Source: an optimization exercise on an open RTL-to-GDS flow (aim: a short achievable clock period and few clock cycles). Production flows keep margins and buffers that such runs may drop.
Where RTL was checked, it was by simulation tests only, not by an equivalence proof against the original.
No activity file was given, so power comes from the tool's default toggle rates.

==> branch violet <==
==> flow/design.v <==
module TopLevel(
	input rst,clk,
	output [31:0] imem_addr,
	input [31:0] imem_rdata,
	output [31:0] dmem_addr, dmem_wdata,
	output dmem_we, dmem_re,
	input [31:0] dmem_rdata,
	output wb_en,
	output [3:0] wb_dest,
	output [31:0] wb_data
);
	function condpass(input [3:0] c, input n, input z, input cf, input v);
		case (c)
			4'b0000: condpass = z;
			4'b0001: condpass = ~z;
			4'b0010: condpass = cf;
			4'b0011: condpass = ~cf;
			4'b0100: condpass = n;
			4'b0101: condpass = ~n;
			4'b0110: condpass = v;
			4'b0111: condpass = ~v;
			4'b1000: condpass = cf & ~z;
			4'b1001: condpass = ~cf | z;
			4'b1010: condpass = n == v;
			4'b1011: condpass = n != v;
			4'b1100: condpass = (~z & (n | v)) | (~n & ~v);
			4'b1101: condpass = z | (n != v);
			4'b1110: condpass = 1'b1;
			default: condpass = 1'b0;
		endcase
	endfunction
	reg [31:0] pc;
	reg        d_valid;
	reg [31:0] d_ir, d_pcp4;
	reg        de_valid;        
	reg [3:0]  de_cond;
	reg        de_wr, de_ld, de_st, de_setf, de_br, de_pred;
	reg [3:0]  de_rd;
	reg [31:0] de_A, de_B, de_sd, de_alt;
	reg        de_fwdA, de_fwdB, de_fwdS;
	reg        de_sub, de_cin_c, de_cin_1;
	reg        de_r_add, de_r_and, de_r_orr, de_r_eor, de_r_mov, de_r_mvn;
	reg        de_c_add, de_c_keep;
	reg        fN, fZ, fC, fV;
	reg        em_wen, em_load, em_store;
	reg [3:0]  em_rd;
	reg [31:0] em_result, em_sd;
	reg        wb_en_r;
	reg [3:0]  wb_dest_r;
	reg [31:0] wb_data_r;
	reg [31:0] R [1:15];
	wire condE = condpass(de_cond, fN, fZ, fC, fV);
	wire doE = de_valid & condE;
	wire [31:0] A = de_fwdA ? em_result : de_A;
	wire [31:0] B = de_fwdB ? em_result : de_B;
	wire [31:0] SD = de_fwdS ? em_result : de_sd;
	wire cin = de_cin_c ? fC : de_cin_1;
	wire [32:0] sum = {1'b0, A} + {1'b0, B ^ {32{de_sub}}} + {32'b0, cin};
	wire [31:0] res = ({32{de_r_add}} & sum[31:0]) |
	                  ({32{de_r_and}} & (A & B)) |
	                  ({32{de_r_orr}} & (A | B)) |
	                  ({32{de_r_eor}} & (A ^ B)) |
	                  ({32{de_r_mov}} & B) |
	                  ({32{de_r_mvn}} & ~B);
	wire coutE = (de_c_add & (sum[32] ^ de_sub)) | (de_c_keep & fC);
	wire nE = res[31];
	wire zE = (res == 32'b0) & ~coutE;
	wire vE = nE ^ coutE;
	wire mispredict = de_valid & de_br & (condE != de_pred);
	wire [3:0] cond = d_ir[31:28];
	wire [1:0] mode = d_ir[27:26];
	wire       I    = d_ir[25];
	wire [3:0] op   = d_ir[24:21];
	wire       S    = d_ir[20];
	wire [3:0] rn   = d_ir[19:16];
	wire [3:0] rd   = d_ir[15:12];
	wire [3:0] rm   = d_ir[3:0];
	wire [4:0] shamt = d_ir[11:7];
	wire [1:0] shtyp = d_ir[6:5];
	wire dp = mode == 2'b00;
	wire o_mov = op == 4'b1101, o_mvn = op == 4'b1111, o_add = op == 4'b0100, o_adc = op == 4'b0101;
	wire o_sub = op == 4'b0010, o_sbc = op == 4'b0110, o_and = op == 4'b0000, o_orr = op == 4'b1100;
	wire o_eor = op == 4'b0001, o_cmp = op == 4'b1010, o_tst = op == 4'b1000;
	wire o_wr  = o_mov | o_mvn | o_add | o_adc | o_sub | o_sbc | o_and | o_orr | o_eor;
	wire o_two = o_add | o_adc | o_sub | o_sbc | o_and | o_orr | o_eor | o_cmp | o_tst;
	wire mem  = mode == 2'b01 && op == 4'b0100;
	wire ld   = mem & S;
	wire st   = mem & ~S;
	wire br   = mode == 2'b10;
	wire wr_d   = ((dp & o_wr) | ld) & (rd != 4'b0);
	wire setf_d = dp & (S | o_cmp | o_tst);
	wire use_rn = ((dp & o_two) | mem) & (rn != 4'b0);
	wire use_rm = dp & (o_wr | o_two) & ~I & (rm != 4'b0);
	wire use_sd = st & (rd != 4'b0);
	wire shifted = shamt != 5'b0;
	wire e_wr = doE & de_wr;
	wire e_ld = doE & de_ld;
	wire hitE_rn = e_wr & (de_rd == rn);
	wire hitE_rm = e_wr & (de_rd == rm);
	wire hitE_rd = e_wr & (de_rd == rd);
	wire hitM_rn = em_wen & (em_rd == rn);
	wire hitM_rm = em_wen & (em_rd == rm);
	wire hitM_rd = em_wen & (em_rd == rd);
	wire stall = d_valid & (
		(e_ld & ((use_rn & hitE_rn) | (use_rm & hitE_rm) | (use_sd & hitE_rd))) |
		(use_rm & shifted & (hitE_rm | (hitM_rm & em_load))));
	wire [31:0] mval = em_load ? dmem_rdata : em_result;
	wire [31:0] rf_rn = (rn == 4'b0) ? 32'b0 : R[rn];
	wire [31:0] rf_rm = (rm == 4'b0) ? 32'b0 : R[rm];
	wire [31:0] rf_rd = (rd == 4'b0) ? 32'b0 : R[rd];
	wire [31:0] a_val  = hitM_rn ? mval : rf_rn;
	wire [31:0] sd_val = hitM_rd ? mval : rf_rd;
	wire [31:0] rm_base = (hitM_rm & ~em_load) ? em_result : rf_rm;
	reg [31:0] sh_val;
	always @(*) begin
		case (shtyp)
			2'b00: sh_val = rm_base << shamt;
			2'b01: sh_val = rm_base >> shamt;
			2'b10: sh_val = $signed(rm_base) >>> shamt;
			default: sh_val = (rm_base >> shamt) | (rm_base << (6'd32 - {1'b0, shamt}));
		endcase
	end
	wire [63:0] rot2 = {24'b0, d_ir[7:0], 24'b0, d_ir[7:0]} >> {d_ir[11:8], 1'b0};
	wire [31:0] b_val = mem ? {20'b0, d_ir[11:0]} :
	                    I ? rot2[31:0] :
	                    (hitM_rm & em_load) ? dmem_rdata : sh_val;
	wire flags_final = ~(de_valid & de_setf);
	wire condD = condpass(cond, fN, fZ, fC, fV);
	wire pred = flags_final ? condD : ((cond == 4'b1110) | ((cond != 4'b1111) & d_ir[23]));
	wire [31:0] target = d_pcp4 + {{6{d_ir[23]}}, d_ir[23:0], 2'b00};
	wire redirect = d_valid & br & pred;
	assign imem_addr = pc;
	wire [31:0] pc_p4 = pc + 32'd4;
	always @(posedge clk or negedge rst) begin
		if (~rst) begin
			pc <= 32'b0;
			d_valid <= 1'b0;
		end else if (mispredict) begin
			pc <= de_alt;
			d_valid <= 1'b0;
		end else if (redirect) begin
			pc <= target;
			d_valid <= 1'b0;
		end else if (~stall) begin
			pc <= pc_p4;
			d_valid <= 1'b1;
		end
	end
	always @(posedge clk) begin
		if (~stall | mispredict | redirect) begin
			d_ir <= imem_rdata;
			d_pcp4 <= pc_p4;
		end
	end
	always @(posedge clk or negedge rst) begin
		if (~rst) begin
			de_valid <= 1'b0;
		end else begin
			de_valid <= d_valid & ~stall & ~mispredict & (dp | mem | br) & (cond != 4'b1111);
		end
	end
	always @(posedge clk) begin
		de_cond <= cond;
		de_wr <= wr_d;
		de_ld <= ld;
		de_st <= st;
		de_setf <= setf_d;
		de_br <= br;
		de_pred <= pred;
		de_rd <= rd;
		de_A <= a_val;
		de_B <= b_val;
		de_sd <= sd_val;
		de_alt <= pred ? d_pcp4 : target;
		de_fwdA <= use_rn & hitE_rn;
		de_fwdB <= use_rm & hitE_rm;
		de_fwdS <= use_sd & hitE_rd;
		de_sub <= dp & (o_sub | o_sbc | o_cmp);
		de_cin_c <= dp & (o_adc | o_sbc);
		de_cin_1 <= dp & (o_sub | o_cmp);
		de_r_add <= mem | (dp & (o_add | o_adc | o_sub | o_sbc | o_cmp));
		de_r_and <= dp & (o_and | o_tst);
		de_r_orr <= dp & o_orr;
		de_r_eor <= dp & o_eor;
		de_r_mov <= dp & o_mov;
		de_r_mvn <= dp & o_mvn;
		de_c_add <= dp & (o_add | o_adc | o_sub | o_sbc | o_cmp);
		de_c_keep <= dp & (o_mov | o_mvn | o_and | o_orr | o_eor | o_tst);
	end
	always @(posedge clk or negedge rst) begin
		if (~rst) begin
			em_wen <= 1'b0;
			em_load <= 1'b0;
			em_store <= 1'b0;
			fN <= 1'b0; fZ <= 1'b0; fC <= 1'b0; fV <= 1'b0;
		end else begin
			em_wen <= doE & de_wr;
			em_load <= doE & de_ld;
			em_store <= doE & de_st;
			if (doE & de_setf) begin
				fN <= nE; fZ <= zE; fC <= coutE; fV <= vE;
			end
		end
	end
	always @(posedge clk) begin
		em_rd <= de_rd;
		em_result <= res;
		em_sd <= SD;
	end
	assign dmem_addr = em_result;
	assign dmem_wdata = em_sd;
	assign dmem_we = em_store;
	assign dmem_re = em_load;
	always @(posedge clk) begin
		if (em_wen) R[em_rd] <= mval;
	end
	always @(posedge clk or negedge rst) begin
		if (~rst) wb_en_r <= 1'b0;
		else wb_en_r <= em_wen;
	end
	always @(posedge clk) begin
		wb_dest_r <= em_rd;
		wb_data_r <= mval;
	end
	assign wb_en = wb_en_r;
	assign wb_dest = wb_dest_r;
	assign wb_data = wb_data_r;
endmodule
==> flow/run.sh <==
#!/bin/bash
# synth_recipe.tcl (not shown) runs the flow's synth.tcl, then flattens the netlist and writes it again
# the make line also repeats each setting of config.mk as NAME=value (left out here)
make -C /OpenROAD-flow-scripts/flow DESIGN_CONFIG=/design/flow/config.mk WORK_HOME=/design/flow/orfs CLKGATE_MAP_FILE= SYNTH_SCRIPT=/design/flow/synth_recipe.tcl finish
==> flow/config.mk <==
export PLATFORM = sky130hd
export DESIGN_NAME = TopLevel
export DESIGN_NICKNAME = TopLevel
export VERILOG_FILES = /design/flow/design.v
export SDC_FILE = /design/flow/constraint.sdc
export NUM_CORES = 4
export LEC_CHECK = 0
export CAP_MARGIN = 20
export CORE_MARGIN = 2
export CORE_UTILIZATION = 40
export SLEW_MARGIN = 20
==> flow/constraint.sdc <==
create_clock -name core_clock -period 11.0 [get_ports {clk}]
set_input_delay 2.2000 -clock core_clock [delete_from_list [all_inputs] [get_ports {clk}]]
set_output_delay 2.2000 -clock core_clock [all_outputs]
set_load 0.01 [all_outputs]
==> branch onyx (differences from branch violet) <==
--- a/flow/design.v
+++ b/flow/design.v
@@ -32,5 +32,6 @@
 	reg [31:0] pc;
 	reg        d_valid;
-	reg [31:0] d_ir, d_pcp4;
+	reg [31:0] d_ir, d_pcp4, d_tgt;
+	reg        d_fpred;      
 	reg        de_valid;        
 	reg [3:0]  de_cond;
@@ -65,5 +66,19 @@
 	wire coutE = (de_c_add & (sum[32] ^ de_sub)) | (de_c_keep & fC);
 	wire nE = res[31];
-	wire zE = (res == 32'b0) & ~coutE;
+	wire [31:0] Bs = B ^ {32{de_sub}};
+	wire a0 = A == 32'b0;
+	wire b0 = B == 32'b0;
+	wire b1 = B == 32'hFFFFFFFF;
+	wire aeqb = A == B;
+	wire and0 = (A & B) == 32'b0;
+	wire [31:0] sx = A ^ Bs;
+	wire [31:0] so = A | Bs;
+	wire sum0 = sx == {so[30:0], cin};
+	wire allz = a0 & (Bs == 32'b0) & ~cin;
+	wire zadd = de_sub ? (sum0 & ~allz) : (sum0 & allz);
+	wire zE = (de_c_add & zadd) |
+	          (~fC & ((de_r_and & and0) | (de_r_orr & a0 & b0) | (de_r_eor & aeqb) |
+	                  (de_r_mov & b0) | (de_r_mvn & b1))) |
+	          ~(de_c_add | de_c_keep);
 	wire vE = nE ^ coutE;
 	wire mispredict = de_valid & de_br & (condE != de_pred);
@@ -125,11 +140,20 @@
 	                    I ? rot2[31:0] :
 	                    (hitM_rm & em_load) ? dmem_rdata : sh_val;
-	wire flags_final = ~(de_valid & de_setf);
+	wire e_setf = doE & de_setf;
+	wire zD = e_setf ? zE : fZ;
 	wire condD = condpass(cond, fN, fZ, fC, fV);
-	wire pred = flags_final ? condD : ((cond == 4'b1110) | ((cond != 4'b1111) & d_ir[23]));
-	wire [31:0] target = d_pcp4 + {{6{d_ir[23]}}, d_ir[23:0], 2'b00};
-	wire redirect = d_valid & br & pred;
+	wire zcond = cond[3:1] == 3'b000;
+	wire known = ~e_setf | zcond;
+	wire takenD = e_setf ? (zD ^ cond[0]) : condD;
+	wire spred = (cond == 4'b1110) | ((cond != 4'b1111) & d_ir[23]);
+	wire pred = known ? takenD : spred;
+	wire redirect = d_valid & br & (pred != d_fpred);
+	wire [31:0] target = d_tgt;
 	assign imem_addr = pc;
 	wire [31:0] pc_p4 = pc + 32'd4;
+	wire [3:0] fc = imem_rdata[31:28];
+	wire f_br = imem_rdata[27:26] == 2'b10;
+	wire f_pred = f_br & ((fc == 4'b1110) | ((fc != 4'b1111) & imem_rdata[23]));
+	wire [31:0] f_tgt = pc_p4 + {{6{imem_rdata[23]}}, imem_rdata[23:0], 2'b00};
 	always @(posedge clk or negedge rst) begin
 		if (~rst) begin
@@ -140,8 +164,8 @@
 			d_valid <= 1'b0;
 		end else if (redirect) begin
-			pc <= target;
+			pc <= pred ? target : d_pcp4;
 			d_valid <= 1'b0;
 		end else if (~stall) begin
-			pc <= pc_p4;
+			pc <= f_pred ? f_tgt : pc_p4;
 			d_valid <= 1'b1;
 		end
@@ -151,4 +175,6 @@
 			d_ir <= imem_rdata;
 			d_pcp4 <= pc_p4;
+			d_tgt <= f_tgt;
+			d_fpred <= f_pred;
 		end
 	end
==> flow/flow/run.sh (new file) <==
#!/bin/bash
# Standard synthesis and layout, with repair_timing asked to leave extra setup slack so that it
# optimises the design's paths below the clock period (the SDC is the standard flow's, unchanged).
set -euo pipefail
bash standard.sh finish SETUP_SLACK_MARGIN=7.5 > standard.log 2>&1
==> flow/standard.sh (new file) <==
#!/bin/bash
# synth_recipe.tcl (not shown) runs the flow's synth.tcl, then flattens the netlist and writes it again
# the make line also repeats each setting of config.mk as NAME=value (left out here)
make -C /OpenROAD-flow-scripts/flow DESIGN_CONFIG=/design/flow/config.mk WORK_HOME=/design/flow/orfs CLKGATE_MAP_FILE= SYNTH_SCRIPT=/design/flow/synth_recipe.tcl "${@:-finish}"
removed: flow/run.sh
==> notes <==
Branch onyx finished with timing, DRC and antenna clean. Branch violet finished with timing, DRC and antenna clean.
In branch violet the setup slack is worse than in branch onyx, by 1.1 ns.
Between branch violet and branch onyx, the lower sequential power is in branch violet (gap about 5.5%, measured against branch onyx).
In branch violet the combinational power is smaller than in branch onyx, by 43%.
Against branch violet, the maximum frequency of branch onyx is larger by 23%.
Against branch onyx, the utilization of branch violet is lower by 8.1 points.
Sequential share of layout area: branch violet is higher than branch onyx (5.5 points).
Of branch onyx and branch violet, branch onyx has the higher register-to-register slack (gap 1.1 ns).
In branch onyx the synthesized cell count is larger than in branch violet, by about 5.3%.
Between branch violet and branch onyx, the lower design area is in branch violet (gap about 18%, measured against branch onyx).
Of branch violet and branch onyx, branch onyx has the higher power (gap about 20%, measured against branch onyx).
No functional check of the RTL was part of any run of this note.


==> inputs of 11-04 <==
Another version of the RTL of TopLevel (not shown whole).
==> flow/config.mk <==
export PLATFORM = sky130hd
export DESIGN_NAME = TopLevel
export DESIGN_NICKNAME = TopLevel
export VERILOG_FILES = /design/flow/design.v
export SDC_FILE = /design/flow/constraint.sdc
export NUM_CORES = 4
export LEC_CHECK = 0
export CAP_MARGIN = 20
export CORE_MARGIN = 2
export CORE_UTILIZATION = 35
export SLEW_MARGIN = 20
export SYNTH_HIERARCHICAL = 1
export SYNTH_MINIMUM_KEEP_SIZE = 0
==> flow/constraint.sdc <==
create_clock -name core_clock -period 11.0 [get_ports {clk}]
set_input_delay 2.2000 -clock core_clock [delete_from_list [all_inputs] [get_ports {clk}]]
set_output_delay 2.2000 -clock core_clock [all_outputs]
set_load 0.01 [all_outputs]
standard.sh (not shown) runs the stock make flow with config.mk's settings and CLKGATE_MAP_FILE= SYNTH_SCRIPT=/design/flow/synth_recipe.tcl, a recipe that flattens the netlist after the stock synthesis.
==> flow/flow/run.sh <==
#!/bin/bash
# Standard layout with changes in how it is made (the SDC is the standard flow's, unchanged):
#  - synthesis maps with ABC for delay without area recovery (flow/abc_speed.script, used
#    through a copy of the ORFS scripts folder), and leaves adders as plain logic for ABC;
#  - repair_timing is asked to leave extra setup slack so that it optimises paths below the
#    clock period.
set -euo pipefail
here=$(pwd)
rm -rf "$here/scripts_custom"
cp -r "$FLOW_HOME/scripts" "$here/scripts_custom"
cp "$here/flow/abc_speed.script" "$here/scripts_custom/abc_speed.script"
bash standard.sh finish SCRIPTS_DIR="$here/scripts_custom" ADDER_MAP_FILE= SETUP_SLACK_MARGIN=7.5 > standard.log 2>&1
==> flow/flow/abc_speed.script <==
&get -n
&st
&dch
&nf
&st
&syn2
&if -g -K 6
&synch2
&nf
&st
&syn2
&if -g -K 6
&synch2
&nf
&put
strash
dch
map -r
buffer -c
topo
stime -c
upsize -c
==> 04-27 (differences from 11-04) <==
--- a/flow/design.v
+++ b/flow/design.v
@@ -91,19 +91,16 @@
 			default: condpass = 1'b0;
 		endcase
 	endfunction
 	function [15:1] onehot(input [3:0] r);
 		integer k;
 		for (k = 1; k < 16; k = k + 1) onehot[k] = r == k;
 	endfunction
 	reg [31:0] pc;
-	reg [31:0] pc_o;         
-	reg [31:0] em_addr_o;    
-	reg        em_load_o;    
 	reg        d_valid;
 	reg [31:0] d_ir, d_pcp4, d_tgt;
 	reg        d_fpred;      
 	reg [15:1] d_rn_oh, d_rm_oh, d_rd_oh;
 	reg        de_valid;     
 	reg [3:0]  de_cond;
 	reg        de_wr, de_ld, de_st, de_setf, de_br, de_pred;
 	reg [3:0]  de_rd;
@@ -220,39 +217,35 @@
 	wire d_runs = (cond == 4'b1110) | (~e_setf & condD);
 	wire d_keepf = ~d_valid | ~setf_d | (~e_setf & ~condD);
 	wire [31:0] a_fast = hitM_rn ? em_result : rf_rn;
 	wire [31:0] b_fast = I ? rot2[31:0] : rm_base;
 	wire zpre_ok = d_valid & dp & (o_sub | o_cmp) & d_runs & (I | ~shifted) &
 	               ~(use_rn & hitE_rn) & ~(use_rm & hitE_rm) &
 	               ~(em_load & ((use_rn & hitM_rn) | (use_rm & hitM_rm)));
 	wire zpre = a_fast == b_fast;
-	assign imem_addr = pc_o;
+	assign imem_addr = pc;
 	wire [31:0] pc_p4;
 	inc30 pc_inc(.a(pc[31:2]), .s(pc_p4[31:2]));
 	assign pc_p4[1:0] = 2'b00;
 	wire [3:0] fc = imem_rdata[31:28];
 	wire f_br = imem_rdata[27:26] == 2'b10;
 	wire f_static = (fc == 4'b1110) | ((fc != 4'b1111) & imem_rdata[23]);
 	wire f_flags = condpass(fc, fN, fZ, fC, fV);
 	wire f_zc = fc[3:1] == 3'b000;
 	wire f_taken = (zpre_ok & f_zc) ? (zpre ^ fc[0]) : (d_keepf & ~e_setf) ? f_flags : f_static;
 	wire f_pred = f_br & f_taken;
 	wire [31:0] f_tgt;
 	ks_add #(30) tgt_add(.a(pc[31:2]), .b({{6{imem_rdata[23]}}, imem_rdata[23:0]}), .cin(1'b1),
 	                     .s(f_tgt[31:2]), .cout());
 	assign f_tgt[1:0] = 2'b00;
 	wire [31:0] pc_early = mispredict ? e_alt : stall ? pc : f_pred ? f_tgt : pc_p4;
 	wire [31:0] pc_next = redirect ? r_pc : pc_early;
-	always @(posedge clk or negedge rst) begin
-		if (~rst) pc <= 32'b0;
-		else pc <= pc_next;
-	end
 	always @(posedge clk) begin
-		pc_o <= rst ? pc_next : 32'b0;
+		pc <= rst ? pc_next : 32'b0;
 	end
 	always @(posedge clk or negedge rst) begin
 		if (~rst) d_valid <= 1'b0;
 		else d_valid <= ~mispredict & ~redirect;
 	end
 	always @(posedge clk) begin
 		if (~stall | mispredict) begin
 			d_ir <= imem_rdata;
@@ -299,39 +292,30 @@
 	end
 	always @(posedge clk or negedge rst) begin
 		if (~rst) begin
 			fN <= 1'b0; fZ <= 1'b0; fC <= 1'b0; fV <= 1'b0;
 		end else if (doE & de_setf) begin
 			fN <= nE; fZ <= zE; fC <= coutE; fV <= vE;
 		end
 	end
-	always @(posedge clk or negedge rst) begin
-		if (~rst) begin
-			em_wen <= 1'b0;
-			em_load <= 1'b0;
-		end else begin
-			em_wen <= doE & de_wr;
-			em_load <= doE & de_ld;
-		end
-	end
 	always @(posedge clk) begin
-		em_load_o <= rst & doE & de_ld;
-		em_addr_o <= rst ? res : 32'b0;
+		em_wen <= rst & doE & de_wr;
+		em_load <= rst & doE & de_ld;
 		em_store <= rst & doE & de_st;
 		em_rd <= de_rd;
 		em_result <= res;
 		em_sd <= SD;
 	end
-	assign dmem_addr = em_addr_o;
+	assign dmem_addr = em_result;
 	assign dmem_wdata = em_sd;
 	assign dmem_we = em_store;
-	assign dmem_re = em_load_o;
+	assign dmem_re = em_load;
 	always @(posedge clk) begin
-		if (em_wen) R[em_rd] <= mval;
+		if (em_wen & rst) R[em_rd] <= mval;
 	end
 	always @(posedge clk) begin
 		wb_en_r <= rst & em_wen;
 		wb_dest_r <= em_rd;
 		wb_data_r <= mval;
 	end
 	assign wb_en = wb_en_r;
 	assign wb_dest = wb_dest_r;
==> flow/flow/run.sh (replaced) <==
#!/bin/bash
# Standard layout with two changes in how it is made: synthesis leaves adders as plain logic for
# ABC (no full/half adder cell extraction), and repair_timing is asked to leave extra setup slack so
# that it optimises paths below the clock period. The SDC is the standard flow's, unchanged.
set -euo pipefail
bash standard.sh finish ADDER_MAP_FILE= SETUP_SLACK_MARGIN=7.5 > standard.log 2>&1
Settings changed: CORE_UTILIZATION 35 to 40.
removed: flow/flow/abc_speed.script
==> 10-28 (differences from 11-04) <==
--- a/flow/design.v
+++ b/flow/design.v
@@ -91,19 +91,16 @@
 			default: condpass = 1'b0;
 		endcase
 	endfunction
 	function [15:1] onehot(input [3:0] r);
 		integer k;
 		for (k = 1; k < 16; k = k + 1) onehot[k] = r == k;
 	endfunction
 	reg [31:0] pc;
-	reg [31:0] pc_o;         
-	reg [31:0] em_addr_o;    
-	reg        em_load_o;    
 	reg        d_valid;
 	reg [31:0] d_ir, d_pcp4, d_tgt;
 	reg        d_fpred;      
 	reg [15:1] d_rn_oh, d_rm_oh, d_rd_oh;
 	reg        de_valid;     
 	reg [3:0]  de_cond;
 	reg        de_wr, de_ld, de_st, de_setf, de_br, de_pred;
 	reg [3:0]  de_rd;
@@ -220,39 +217,35 @@
 	wire d_runs = (cond == 4'b1110) | (~e_setf & condD);
 	wire d_keepf = ~d_valid | ~setf_d | (~e_setf & ~condD);
 	wire [31:0] a_fast = hitM_rn ? em_result : rf_rn;
 	wire [31:0] b_fast = I ? rot2[31:0] : rm_base;
 	wire zpre_ok = d_valid & dp & (o_sub | o_cmp) & d_runs & (I | ~shifted) &
 	               ~(use_rn & hitE_rn) & ~(use_rm & hitE_rm) &
 	               ~(em_load & ((use_rn & hitM_rn) | (use_rm & hitM_rm)));
 	wire zpre = a_fast == b_fast;
-	assign imem_addr = pc_o;
+	assign imem_addr = pc;
 	wire [31:0] pc_p4;
 	inc30 pc_inc(.a(pc[31:2]), .s(pc_p4[31:2]));
 	assign pc_p4[1:0] = 2'b00;
 	wire [3:0] fc = imem_rdata[31:28];
 	wire f_br = imem_rdata[27:26] == 2'b10;
 	wire f_static = (fc == 4'b1110) | ((fc != 4'b1111) & imem_rdata[23]);
 	wire f_flags = condpass(fc, fN, fZ, fC, fV);
 	wire f_zc = fc[3:1] == 3'b000;
 	wire f_taken = (zpre_ok & f_zc) ? (zpre ^ fc[0]) : (d_keepf & ~e_setf) ? f_flags : f_static;
 	wire f_pred = f_br & f_taken;
 	wire [31:0] f_tgt;
 	ks_add #(30) tgt_add(.a(pc[31:2]), .b({{6{imem_rdata[23]}}, imem_rdata[23:0]}), .cin(1'b1),
 	                     .s(f_tgt[31:2]), .cout());
 	assign f_tgt[1:0] = 2'b00;
 	wire [31:0] pc_early = mispredict ? e_alt : stall ? pc : f_pred ? f_tgt : pc_p4;
 	wire [31:0] pc_next = redirect ? r_pc : pc_early;
-	always @(posedge clk or negedge rst) begin
-		if (~rst) pc <= 32'b0;
-		else pc <= pc_next;
-	end
 	always @(posedge clk) begin
-		pc_o <= rst ? pc_next : 32'b0;
+		pc <= rst ? pc_next : 32'b0;
 	end
 	always @(posedge clk or negedge rst) begin
 		if (~rst) d_valid <= 1'b0;
 		else d_valid <= ~mispredict & ~redirect;
 	end
 	always @(posedge clk) begin
 		if (~stall | mispredict) begin
 			d_ir <= imem_rdata;
@@ -300,36 +293,30 @@
 	always @(posedge clk or negedge rst) begin
 		if (~rst) begin
 			fN <= 1'b0; fZ <= 1'b0; fC <= 1'b0; fV <= 1'b0;
 		end else if (doE & de_setf) begin
 			fN <= nE; fZ <= zE; fC <= coutE; fV <= vE;
 		end
 	end
 	always @(posedge clk or negedge rst) begin
-		if (~rst) begin
-			em_wen <= 1'b0;
-			em_load <= 1'b0;
-		end else begin
-			em_wen <= doE & de_wr;
-			em_load <= doE & de_ld;
-		end
+		if (~rst) em_wen <= 1'b0;
+		else em_wen <= doE & de_wr;
 	end
 	always @(posedge clk) begin
-		em_load_o <= rst & doE & de_ld;
-		em_addr_o <= rst ? res : 32'b0;
+		em_load <= rst & doE & de_ld;
 		em_store <= rst & doE & de_st;
 		em_rd <= de_rd;
 		em_result <= res;
 		em_sd <= SD;
 	end
-	assign dmem_addr = em_addr_o;
+	assign dmem_addr = em_result;
 	assign dmem_wdata = em_sd;
 	assign dmem_we = em_store;
-	assign dmem_re = em_load_o;
+	assign dmem_re = em_load;
 	always @(posedge clk) begin
 		if (em_wen) R[em_rd] <= mval;
 	end
 	always @(posedge clk) begin
 		wb_en_r <= rst & em_wen;
 		wb_dest_r <= em_rd;
 		wb_data_r <= mval;
 	end
Settings changed: CORE_UTILIZATION 35 to 40.
==> results.yml <==
worst_setup_path:
  reg2reg_depth: 10
  worstSetupPathDepth: 10
  cp_num_buf_inv: 3
finish:
  n_fill_cell: 20800
  diodes: 38
  layout.cells.non_filler: 14200
  inverters: 541
clock_tree:
  cts.sink_count: 946
  cts.repair.resized: 2042
pwr:
  pg_clk_mw: 3.98
  power.internal_mw: 8.03
  pwr-share-seq: 0.325
routing:
  wl_met2_um: 198000
  avgRoutedWirePerCell_um: 35.1
status:
  status: "timing/DRC/antenna clean"
-- figures above: 10-28

==> results.yml <==
status:
  status: "timing/DRC/antenna clean"
worst_setup_path:
  cp_num_buf_inv: 4
  worstSetupPathDepth: 16
  critPathCaptureType: "flip-flop"
  reg2reg_depth: 16
hold_path:
  holdPathStages: 0
  holdPathEnd: "de_tgt[3]$_DFF_P_"
clock_tree:
  cts.repair.resized: 1605
pwr:
  pwr-share-seq: 0.331
  power.internal_mw: 9.40
  pg_clk_mw: 4.65
finish:
  diodes: 24
  inverters: 538
routing:
  wl_met2_um: 188000
-- figures above: 11-04

==> results.yml <==
clock_tree:
  cts.repair.resized: 1471
  cts.sink_count: 946
  root_buffer: "clkbuf_16"
floorplanning:
  taps: 1768
hold_path:
  holdPathEnd: "de_pcp4[3]$_DFF_P_"
worst_setup_path:
  endpoint: "pc[4]$_SDFFE_PN0P_"
  cp_num_buf_inv: 3
  reg2reg_depth: 14
  worstSetupPathDepth: 14
finish:
  n_fill_cell: 11500
  inverters: 130
  layout.cells.non_filler: 7668
  diodes: 17
  multi_input_area_share: 0.424
status:
  status: "timing/DRC/antenna clean"
routing:
  avgRoutedWirePerCell_um: 36.9
  postRouteAntennaNets: 0
pwr:
  power.internal_mw: 7.85
  pwr-share-seq: 0.372
  power-top-group: "registers"
  pg_clk_mw: 3.78
placement:
  portBuffers: 198
-- figures above: 04-27

Testbench counts of 11-04, summed over its fixed seeds: cycles 21,781.
Testbench counts of 04-27, summed over its fixed seeds: cycles 21,781.
Testbench counts of 10-28, summed over its fixed seeds: cycles 21,781.

-- afterwards: timing with drivers on the ports --
The flow's constraints put no driver on any port. The routed layouts listed below were extracted and timed again, unchanged, in two steps.
Step 1 assumes that a clkbuf_16 drives the clock port and a buf_2 every other input.
Step 2 moves the port delays by t, midway between the first and last clock arrival at a register: inputs arrive t later, outputs are due t later. That takes back most of the time a late clock gives input paths.
a / b / c = ideal ports / drivers / drivers and shift; a / b = the first two.
run	t (ns)	slack for setup (ns)	clock arrival spread, ns	worst data-port slew with drivers (ns)
branch violet	0.812	5.291 / 5.291 / 5.291	0.036 / 0.036	0.08
branch onyx	0.812	6.361 / 6.361 / 5.901	0.076 / 0.077	0.08
11-04	0.941	7.090 / 7.090 / 6.253	0.066 / 0.066	0.20
04-27	0.823	6.631 / 6.631 / 5.999	0.071 / 0.070	0.07
10-28	0.908	7.089 / 7.089 / 6.387	0.101 / 0.102	0.16
After both steps setup and hold are still met in every run listed. For 11-04, which loses most, drivers alone change the setup slack by 0.000 ns; drivers and shift together by -0.837 ns.
